From an optimization exercise on the open Yosys and OpenROAD flow, aimed at small area, a short achievable clock period and few clock cycles per item; shortcuts taken in it are not production practice. Where RTL was checked, it was by simulation tests only, not by an equivalence proof against the original. Power and IR drop assume default switching activity.

Setup of run A:
## xillybus_wrapper
module xillybus_wrapper (
    input         ap_clk,
    input         ap_rst,
    input  [31:0] in_r_dout,
    input         in_r_empty_n,
    output        in_r_read,
    output [31:0] out_r_din,
    input         out_r_full_n,
    output        out_r_write
);
==> flow/config.mk <==
export PLATFORM = sky130hd
export DESIGN_NAME = xillybus_wrapper
export DESIGN_NICKNAME = xillybus_wrapper
export VERILOG_FILES = /design/flow/design.v
export SDC_FILE = /design/flow/constraint.sdc
export NUM_CORES = 4
export LEC_CHECK = 0
export ABC_AREA = 1
export CAP_MARGIN = 20
export CORE_AREA = 2.3 2.72 58.42 59.84
export DIE_AREA = 0 0 60.5 62.2
export SETUP_SLACK_MARGIN = 3.4
export SLEW_MARGIN = 20
==> flow/constraint.sdc <==
create_clock -name core_clock -period 7.0 [get_ports {ap_clk}]
set_input_delay 1.4000 -clock core_clock [delete_from_list [all_inputs] [get_ports {ap_clk}]]
set_output_delay 1.4000 -clock core_clock [all_outputs]
set_load 0.01 [all_outputs]
standard.sh (not shown) runs the stock make flow with config.mk's settings and CLKGATE_MAP_FILE= SYNTH_SCRIPT=/design/flow/synth_recipe.tcl, a recipe that flattens the netlist after the stock synthesis.
==> flow/flow/run.sh <==
#!/bin/bash
# Standard ORFS layout with two changes: every port buffer starts as a
# sky130_fd_sc_hd__buf_1 (the resizer may still resize it), and the constant
# outputs share the one tie cell synthesis made instead of one tie cell each.
set -euo pipefail
bash standard.sh SKIP_REPAIR_TIE_FANOUT=1 \
  "BUFFER_PORTS_ARGS=-buffer_cell sky130_fd_sc_hd__buf_1" finish > standard_flow.log 2>&1
Run A finished all stages; the layout is clean.
Testbench counts of run A, summed over its fixed seeds: cycles 8,008, items 8,000.
For run B, these inputs were changed with respect to run A:
- changing SETUP_SLACK_MARGIN from 3.4 to 3.2
- changing CORE_AREA from 2.3 2.72 58.42 59.84 to 2.3 2.72 61.64 61.2
- changing ABC_AREA from 1 to 0
- changing DIE_AREA from 0 0 60.5 62.2 to 0 0 64 64
==> run summary <==
Compared with run A, run B degrades switching power summed over all nets.
Per the comparison of run B with run A, synthesized cell count saw an increase; proportion of cell area occupied by multi-input gates saw an increase; non-clock buffer count saw an increase; area of the die saw an increase.
Changes observed in run B relative to run A: worst hold slack down 0.12 ns, internal power consumption up 42%, count of non-CTS inverters in the layout down 15, post-layout instance area up 29%, fraction of power consumed by combinational cells up 4.1 points.
Changes in run C relative to run B:
- swapping 20 for 0 in CAP_MARGIN
- swapping 0 for 1 in ABC_AREA
- swapping 0 0 64 64 for 0 0 60.5 62.2 in DIE_AREA
- swapping 2.3 2.72 61.64 61.2 for 2.3 2.72 58.42 59.84 in CORE_AREA
- swapping 20 for 0 in SLEW_MARGIN
- swapping 3.2 for 3.5 in SETUP_SLACK_MARGIN
Findings:
Starting density of the core, run C and run B, higher one = run B. Run C vs run B, worst setup path endpoint: mh[0] vs mh[1]. Run C reached the final stage; the timing, DRC and antenna checks on its layout passed. Changes observed in run C relative to run B: post-synthesis net count -about 9%; clock power +about 3%.
The following lists how run D was set up differently from run C:
- ABC_AREA now 0, was 1
- SLEW_MARGIN now 20, was 0
- SETUP_SLACK_MARGIN now 2.5, was 3.5
- CAP_MARGIN now 20, was 0
- CORE_AREA now 2.3 2.72 61.64 61.2, was 2.3 2.72 58.42 59.84
- DIE_AREA now 0 0 64 64, was 0 0 60.5 62.2
==> comparison <==
Compared with run C, via density per instance in run D increased by more than 10%.
In the flow results for run D and run C, the global-route usage is smaller on run C.
Final hold slack for run D is higher than for run C.
Diff run C -> run D: data arrival time of the worst path increased 0.64 ns; routed length on met1 saw an increase.

========
== run 1 ==
Another version of the RTL of xillybus_wrapper (not shown whole).
Size in the first run: ~160 cells after synthesis, roughly 11 flip-flops, roughly 1300 µm² of cells after synthesis.
clock: 7.0 ns
lec_check: 0
abc_area: 1
cap_margin: 20
core_area: 2.3 2.72 61.64 61.2
die_area: 0 0 64 64
setup_slack_margin: 2.5
slew_margin: 20
Scripts as last shown in full above: flow/flow/run.sh
[inputs] run 2 vs run 1
# run 1
export LEC_CHECK = 0
export ABC_AREA = 1
export CAP_MARGIN = 20
export CORE_AREA = 2.3 2.72 61.64 61.2
export DIE_AREA = 0 0 64 64
export SETUP_SLACK_MARGIN = 2.5
export SLEW_MARGIN = 20
create_clock -name core_clock -period 7.0 [get_ports {ap_clk}]
# run 2
export LEC_CHECK = 0
export ABC_AREA = 1
export CAP_MARGIN = 20
export CORE_AREA = 2.3 2.72 58.42 59.84
export DIE_AREA = 0 0 60.5 62.2
export PLACE_DENSITY = 0.8
export SETUP_SLACK_MARGIN = 3.3
export SLEW_MARGIN = 20
create_clock -name core_clock -period 7.0 [get_ports {ap_clk}]
--- outcome ---
Combinational power share delta for run 2 relative to run 1: 0.2 points higher. Measured against each other, run 1 and run 2 differ in core utilization, the higher figure coming from run 2. Comparing run 1 and run 2, met3 wire length is higher on run 2. Run 1 ended up with met1 as its most heavily used metal layer in global routing; run 2 ended up with met2. Run 1 → run 2: final hold violation count stayed essentially flat; final worst setup slack rose by 0.020 ns; wire length on met1 fell by 200 µm; net load switching power rose by about 1.8%.
Setup changes, run 2 to run 3
# run 2
export LEC_CHECK = 0
export ABC_AREA = 1
export CAP_MARGIN = 20
export CORE_AREA = 2.3 2.72 58.42 59.84
export DIE_AREA = 0 0 60.5 62.2
export PLACE_DENSITY = 0.8
export SETUP_SLACK_MARGIN = 3.3
export SLEW_MARGIN = 20
create_clock -name core_clock -period 7.0 [get_ports {ap_clk}]
# run 3
export LEC_CHECK = 0
export ABC_AREA = 1
export CAP_MARGIN = 20
export CORE_AREA = 2.3 2.72 58.42 59.84
export DIE_AREA = 0 0 60.5 62.2
export SETUP_SLACK_MARGIN = 3.3
export SLEW_MARGIN = 20
create_clock -name core_clock -period 7.0 [get_ports {ap_clk}]
Results
The flow did not stop early for run 3: all stages ran, and the layout cleared the timing, DRC and antenna checks. Switching share of power: run 3 higher than run 2. Between run 2 and run 3, the sequential share of layout area figures differ only marginally. Run 3 vs run 2, design area went up by 0.36%. Compared with run 2, in run 3 power went up, part of the total power dissipated in the clock network went up, final worst-path setup slack went up. Between run 3 and run 2, the clock-pin slew reported for the worst setup and hold paths after clock tree synthesis does not differ in any meaningful way. From run 2 to run 3, H-tree level count did not move at all. Comparing area added between synthesis and finish for run 3 and run 2, the smaller number came from run 2. | final worst-path cycle share | run 2 vs run 3 | ≈ equal |.
No functional check of the RTL was part of any run of this note.

[re-timing with driven ports]
The results above use ideal ports. As a check the final layouts listed here were re-extracted and re-timed, cells and wires unchanged.
Step 1, drivers: a clkbuf_16 drives ap_clk and a buf_2 each remaining input, both assumed.
Step 2 also shifts input and output timing later by t, the mid clock arrival at the registers, as if the neighbouring blocks saw the same clock.
a / b / c = ideal / step 1 / step 2; a / b = the first two.
run | t (ns) | setup slack, ns | hold WS [ns] | worst setup path after step 2 | latest minus earliest clock arrival (ns)
run A | 0.282 | 3.635 / 3.632 / 3.350 | 0.802 / 0.802 / 0.802 | input to register | 0.000 / 0.001
run B | 0.274 | 3.192 / 3.192 / 2.918 | 0.677 / 0.677 / 0.677 | input to register | 0.002 / 0.002
run C | 0.282 | 3.697 / 3.694 / 3.412 | 0.800 / 0.800 / 0.800 | input to register | 0.001 / 0.002
run D | 0.277 | 3.046 / 3.046 / 2.769 | 0.829 / 0.829 / 0.829 | input to register | 0.002 / 0.002
run 1 | 0.279 | 3.429 / 3.424 / 3.146 | 0.792 / 0.792 / 0.792 | input to register | 0.003 / 0.003
run 2 | 0.280 | 3.449 / 3.448 / 3.167 | 0.783 / 0.783 / 0.783 | input to register | 0.005 / 0.005
run 3 | 0.281 | 3.459 / 3.457 / 3.176 | 0.822 / 0.822 / 0.822 | input to register | 0.006 / 0.006
After both steps setup and hold are still met in every run listed.
